What follows belongs to an exercise in optimizing a design on an open flow for small area and a short achievable clock period; a production flow would make more cautious choices.
The RTL was checked by simulation tests, not by an equivalence proof against the original design.
No driver is modelled on the clock port, so clock power and skew are understated where the tree is cut down; a real chip needs a root buffer or a tree.

== job 7686 ==
Design Multiplier_32bit, start of the top module:
module Multiplier_32bit(
    input  logic        clk,
    input  logic        rst,
    input  logic [31:0] in0,   
    input  logic [31:0] in1,   
    output logic        done,
    output logic [63:0] result
);
Size: ~2,600 cells after synthesis, ~250 flip-flops, about 130 I/O pins.
==> flow/config.mk <==
export PLATFORM = sky130hd
export DESIGN_NAME = Multiplier_32bit
export DESIGN_NICKNAME = Multiplier_32bit
export VERILOG_FILES = /design/flow/design.v
export SDC_FILE = /design/flow/constraint.sdc
export NUM_CORES = 4
export LEC_CHECK = 0
export ABC_AREA = 1
export CAP_MARGIN = 20
export CORE_MARGIN = 2
export CORE_UTILIZATION = 60
export CTS_CLUSTER_DIAMETER = 80
export CTS_CLUSTER_SIZE = 25
export PLACE_DENSITY = 0.75
export SLEW_MARGIN = 20
export SYNTH_HIERARCHICAL = 1
==> flow/constraint.sdc <==
create_clock -name core_clock -period 28.0 [get_ports {clk}]
set_input_delay 5.6000 -clock core_clock [delete_from_list [all_inputs] [get_ports {clk}]]
set_output_delay 5.6000 -clock core_clock [all_outputs]
set_load 0.01 [all_outputs]
standard.sh (not shown) runs the stock make flow with config.mk's settings and CLKGATE_MAP_FILE= SYNTH_SCRIPT=/design/flow/synth_recipe.tcl, a recipe that flattens the netlist after the stock synthesis.
==> flow/flow/run.sh <==
#!/bin/bash
# The standard layout with two changes:
#  - the port buffers are plain buf_2 cells (BUFFER_PORTS_ARGS);
#  - after CTS, flow/clock_tree.tcl (ORFS's POST_CTS_TCL hook) replaces the
#    clock tree with a shallow two-level tree of inv_16 cells, and makes
#    the input ports' buffers buf_1.
# ORFS writes each step's log under orfs/logs; make's own output goes to
# standard_flow.log here.
set -euo pipefail
export BUFFER_PORTS_ARGS="-buffer_cell sky130_fd_sc_hd__buf_2"
export POST_CTS_TCL="$PWD/flow/clock_tree.tcl"
bash standard.sh > standard_flow.log 2>&1
==> flow/flow/clock_tree.tcl <==

proc ct_cluster {pts NX NY} {
  set n [llength $pts]
  set byx [lsort -real -index 1 $pts]
  set groups {}
  for {set cx 0} {$cx < $NX} {incr cx} {
    set a [expr {int(round(double($cx)*$n/$NX))}]
    set b [expr {int(round(double($cx+1)*$n/$NX))-1}]
    set col [lsort -real -index 2 [lrange $byx $a $b]]
    set m [llength $col]
    for {set cy 0} {$cy < $NY} {incr cy} {
      set a2 [expr {int(round(double($cy)*$m/$NY))}]
      set b2 [expr {int(round(double($cy+1)*$m/$NY))-1}]
      set g [lrange $col $a2 $b2]
      if {[llength $g]} { lappend groups $g }
    }
  }
  return $groups
}

proc ct_centroid {g} {
  set sx 0.0; set sy 0.0
  foreach p $g { set sx [expr {$sx + [lindex $p 1]}]; set sy [expr {$sy + [lindex $p 2]}] }
  return [list [expr {$sx/[llength $g]}] [expr {$sy/[llength $g]}]]
}

proc ct_out {inst} {
  set m [$inst getMaster]
  foreach mt [$m getMTerms] {
    if {[$mt getIoType] eq "OUTPUT"} { return [$mt getName] }
  }
}

proc ct_rebuild {NX NY MX MY leafcell rootcell} {
  set block [ord::get_db_block]
  set db [ord::get_db]
  set dbu [$block getDbUnitsPerMicron]
  set clknet [$block findNet clk]

  # collect the clock tree cells and the flip-flop clock pins below the port
  set tree_insts {}
  set tree_nets {}
  set sinks {}
  set todo [list $clknet]
  while {[llength $todo]} {
    set net [lindex $todo 0]
    set todo [lrange $todo 1 end]
    foreach it [$net getITerms] {
      if {![$it isInputSignal]} continue
      set inst [$it getInst]
      set master [$inst getMaster]
      if {[$master isSequential]} {
        lappend sinks $it
      } else {
        lappend tree_insts $inst
        foreach ot [$inst getITerms] {
          if {[$ot isOutputSignal] && [$ot getNet] ne "NULL"} {
            lappend tree_nets [$ot getNet]
            lappend todo [$ot getNet]
          }
        }
      }
    }
  }
  puts "clock tree: removing [llength $tree_insts] cells, [llength $tree_nets] nets; [llength $sinks] flip-flops"
  foreach it $sinks { $it disconnect }
  foreach inst $tree_insts { odb::dbInst_destroy $inst }
  foreach net $tree_nets { odb::dbNet_destroy $net }

  set pts {}
  foreach it $sinks {
    set b [[$it getInst] getBBox]
    lappend pts [list $it [expr {([$b xMin]+[$b xMax])/2.0/$dbu}] [expr {([$b yMin]+[$b yMax])/2.0/$dbu}]]
  }
  set leaves {}
  set i 0
  foreach g [ct_cluster $pts $NX $NY] {
    lassign [ct_centroid $g] cx cy
    set inst [odb::dbInst_create $block [$db findMaster $leafcell] "clktree_leaf_$i"]
    set net [odb::dbNet_create $block "clktree_leaf_net_$i"]
    $net setSigType CLOCK
    [$inst findITerm [ct_out $inst]] connect $net
    foreach p $g { [lindex $p 0] connect $net }
    $inst setLocation [expr {int($cx*$dbu)}] [expr {int($cy*$dbu)}]
    $inst setPlacementStatus PLACED
    lappend leaves [list $inst $cx $cy]
    puts "clock leaf $i: [llength $g] flip-flops at [format %.1f $cx] [format %.1f $cy]"
    incr i
  }
  set j 0
  foreach g [ct_cluster $leaves $MX $MY] {
    lassign [ct_centroid $g] cx cy
    set inst [odb::dbInst_create $block [$db findMaster $rootcell] "clktree_root_$j"]
    set net [odb::dbNet_create $block "clktree_root_net_$j"]
    $net setSigType CLOCK
    [$inst findITerm A] connect $clknet
    [$inst findITerm [ct_out $inst]] connect $net
    foreach p $g { [[lindex $p 0] findITerm A] connect $net }
    $inst setLocation [expr {int($cx*$dbu)}] [expr {int($cy*$dbu)}]
    $inst setPlacementStatus PLACED
    puts "clock root $j: [llength $g] leaves at [format %.1f $cx] [format %.1f $cy]"
    incr j
  }
}

ct_rebuild 3 4 2 2 sky130_fd_sc_hd__inv_16 sky130_fd_sc_hd__inv_16

# The input ports' buffers only feed flip-flops here, so the smallest buffer does.
set n_in 0
foreach bt [[ord::get_db_block] getBTerms] {
  if {[$bt getIoType] ne "INPUT" || [$bt getName] eq "clk"} continue
  foreach it [[$bt getNet] getITerms] {
    set inst [$it getInst]
    if {[[$inst getMaster] getName] eq "sky130_fd_sc_hd__buf_2"} {
      replace_cell [get_cells [$inst getName]] sky130_fd_sc_hd__buf_1
      incr n_in
    }
  }
}
puts "input port buffers made buf_1: $n_in"
detailed_placement
check_placement -verbose
estimate_parasitics -placement
report_clock_latency
Relative to job 7686, the following input files were edited for job 4638:
diff --git a/flow/flow/clock_tree.tcl b/flow/flow/clock_tree.tcl
--- a/flow/flow/clock_tree.tcl
+++ b/flow/flow/clock_tree.tcl
@@ -108,10 +108,11 @@
 # The input ports' buffers only feed flip-flops here, so the smallest buffer does.
 set n_in 0
-foreach bt [[ord::get_db_block] getBTerms] {
-  if {[$bt getIoType] ne "INPUT" || [$bt getName] eq "clk"} continue
-  foreach it [[$bt getNet] getITerms] {
-    set inst [$it getInst]
-    if {[[$inst getMaster] getName] eq "sky130_fd_sc_hd__buf_2"} {
-      replace_cell [get_cells [$inst getName]] sky130_fd_sc_hd__buf_1
+foreach port [get_ports -filter "direction==input"] {
+  set pname [get_full_name $port]
+  if {$pname eq "clk"} continue
+  foreach pin [get_pins -of_objects [get_nets -of_objects $port] -filter "direction==input"] {
+    set inst [get_cells -of_objects $pin]
+    if {[get_property $inst ref_name] eq "sky130_fd_sc_hd__buf_2"} {
+      replace_cell $inst sky130_fd_sc_hd__buf_1
       incr n_in
     }
Findings:
- Comparing job 4638 and job 7686, the one run not ending clean was job 4638.
- Diff job 4638..job 7686 | number of instances in the synthesized netlist | unchanged
- | post-synthesis share of cell area spent on xor and xnor gates | job 7686 vs job 4638 | ≈ equal |
- Job 4638 against job 7686: number of distinct library cells after synthesis held steady; fraction of the mapped netlist area in compound gates stayed essentially flat; site row count about even.
Changes in job 1576 relative to job 4638:
# job 4638
export LEC_CHECK = 0
export ABC_AREA = 1
export CAP_MARGIN = 20
export CORE_MARGIN = 2
export CORE_UTILIZATION = 60
export CTS_CLUSTER_DIAMETER = 80
export CTS_CLUSTER_SIZE = 25
export PLACE_DENSITY = 0.75
export SLEW_MARGIN = 20
export SYNTH_HIERARCHICAL = 1
create_clock -name core_clock -period 28.0 [get_ports {clk}]
# job 1576
export LEC_CHECK = 0
export ABC_AREA = 1
export CAP_MARGIN = 0
export CORE_MARGIN = 2
export CORE_UTILIZATION = 60
export CTS_CLUSTER_DIAMETER = 80
export CTS_CLUSTER_SIZE = 25
export PLACE_DENSITY = 0.75
export SLEW_MARGIN = 0
export SYNTH_HIERARCHICAL = 1
create_clock -name core_clock -period 28.0 [get_ports {clk}]
diff --git a/flow/flow/clock_tree.tcl b/flow/flow/clock_tree.tcl
--- a/flow/flow/clock_tree.tcl
+++ b/flow/flow/clock_tree.tcl
@@ -108,11 +108,10 @@
 # The input ports' buffers only feed flip-flops here, so the smallest buffer does.
 set n_in 0
-foreach port [get_ports -filter "direction==input"] {
-  set pname [get_full_name $port]
-  if {$pname eq "clk"} continue
-  foreach pin [get_pins -of_objects [get_nets -of_objects $port] -filter "direction==input"] {
-    set inst [get_cells -of_objects $pin]
-    if {[get_property $inst ref_name] eq "sky130_fd_sc_hd__buf_2"} {
-      replace_cell $inst sky130_fd_sc_hd__buf_1
+foreach bt [[ord::get_db_block] getBTerms] {
+  if {[$bt getIoType] ne "INPUT" || [$bt getName] eq "clk"} continue
+  foreach it [[$bt getNet] getITerms] {
+    set inst [$it getInst]
+    if {[[$inst getMaster] getName] eq "sky130_fd_sc_hd__buf_2"} {
+      replace_cell [get_cells [$inst getName]] sky130_fd_sc_hd__buf_1
       incr n_in
     }
==> run notes <==
Reported for job 1576 and job 4638, cell count after synthesis turned out identical to the last digit.
The flow did not stop early for job 1576: all stages ran, and the layout cleared the timing, design-rule and antenna checks.
As the logs show, job 4638 stopped at clock tree synthesis (4_1_cts) after a tool error, so it never reached the end of the flow.
The average footprint of a synthesized cell was comparable across job 1576 and job 4638.
Comparing job 1576 against job 4638, there is no change at all in number of synthesized register bits.
Compared with job 4638, in job 1576 XOR/XNOR share of the synthesized area held steady; post-placement worst setup slack held steady; number of rows in the core area held steady.
--- input diff job 1576..job 8156 ---
# job 1576
export LEC_CHECK = 0
export ABC_AREA = 1
export CAP_MARGIN = 0
export CORE_MARGIN = 2
export CORE_UTILIZATION = 60
export CTS_CLUSTER_DIAMETER = 80
export CTS_CLUSTER_SIZE = 25
export PLACE_DENSITY = 0.75
export SLEW_MARGIN = 0
export SYNTH_HIERARCHICAL = 1
create_clock -name core_clock -period 28.0 [get_ports {clk}]
# job 8156
export LEC_CHECK = 0
export ABC_AREA = 1
export CAP_MARGIN = 20
export CORE_MARGIN = 2
export CORE_UTILIZATION = 50
export CTS_CLUSTER_DIAMETER = 80
export CTS_CLUSTER_SIZE = 25
export PLACE_DENSITY = 0.65
export SLEW_MARGIN = 20
export SYNTH_HIERARCHICAL = 1
create_clock -name core_clock -period 28.0 [get_ports {clk}]
--- outcome ---
Post-synthesis to final-layout area growth sits higher in job 8156 than in job 1576. In the flow results for job 1576 and job 8156, the half-perimeter wire length after placement is smaller on job 1576. Job 1576 has lower global-route wire length before repair than job 8156. [compare] base=job 1576 new=job 8156: overall die width increased by 9.4% relative to the old numbers; final area increased by 0.43% relative to the old numbers.
Setup changes, job 8156 to job 4619
# job 8156
export LEC_CHECK = 0
export ABC_AREA = 1
export CAP_MARGIN = 20
export CORE_MARGIN = 2
export CORE_UTILIZATION = 50
export CTS_CLUSTER_DIAMETER = 80
export CTS_CLUSTER_SIZE = 25
export PLACE_DENSITY = 0.65
export SLEW_MARGIN = 20
export SYNTH_HIERARCHICAL = 1
create_clock -name core_clock -period 28.0 [get_ports {clk}]
# job 4619
export LEC_CHECK = 0
export ABC_AREA = 1
export CAP_MARGIN = 20
export CORE_MARGIN = 2
export CORE_UTILIZATION = 70
export CTS_CLUSTER_DIAMETER = 80
export CTS_CLUSTER_SIZE = 25
export PLACE_DENSITY = 0.85
export SLEW_MARGIN = 20
export SYNTH_HIERARCHICAL = 1
create_clock -name core_clock -period 28.0 [get_ports {clk}]
## What came out
Compared to job 8156, job 4619 has combined global-route utilization of all metal layers 12 points higher.
Between job 8156 and job 4619, the flow reports total non-filler cell area in the finished layout decreasing slightly.
Job 4619 went all the way through synthesis, placement and routing and the layout is clean on timing, DRC and antenna.
met5 as the highest metal layer with signal wires was reported by job 4619, and met4 by job 8156.
Diff job 8156 -> job 4619: total wire length picked up an extra 360 microns; core utilization picked up an extra 21 points.
Against job 8156, job 4619 reports a routed metal-1 wirelength that is lower.
The clock cells of job 7686, job 1576, job 8156 and job 4619 come from the design's own scripts or RTL, not from TritonCTS.

[static timing again, ports no longer ideal]
The flow's constraints put no driver on any port. The routed layouts listed below were extracted and timed again, unchanged, in two steps.
Step 1, drivers: a clkbuf_16 drives clk and a buf_2 each remaining input, both assumed.
Step 2 also shifts input and output timing later by t, the mid clock arrival at the registers, as if the neighbouring blocks saw the same clock.
Three values: ideal ports, drivers, drivers and shift; two values: the first two.
| run | t (ns) | setup WS [ns] | worst data-port slew with drivers (ns) | cell pins on the clock port's net |
|---|---|---|---|---|
| job 7686 | 0.366 | 21.750 / 21.525 / 21.891 | 0.04 | 4 |
| job 1576 | 0.366 | 21.750 / 21.525 / 21.891 | 0.04 | 4 |
| job 8156 | 0.369 | 21.773 / 21.536 / 21.905 | 0.03 | 4 |
| job 4619 | 0.362 | 21.773 / 21.545 / 21.907 | 0.04 | 4 |
After both steps every run listed still meets setup and hold.
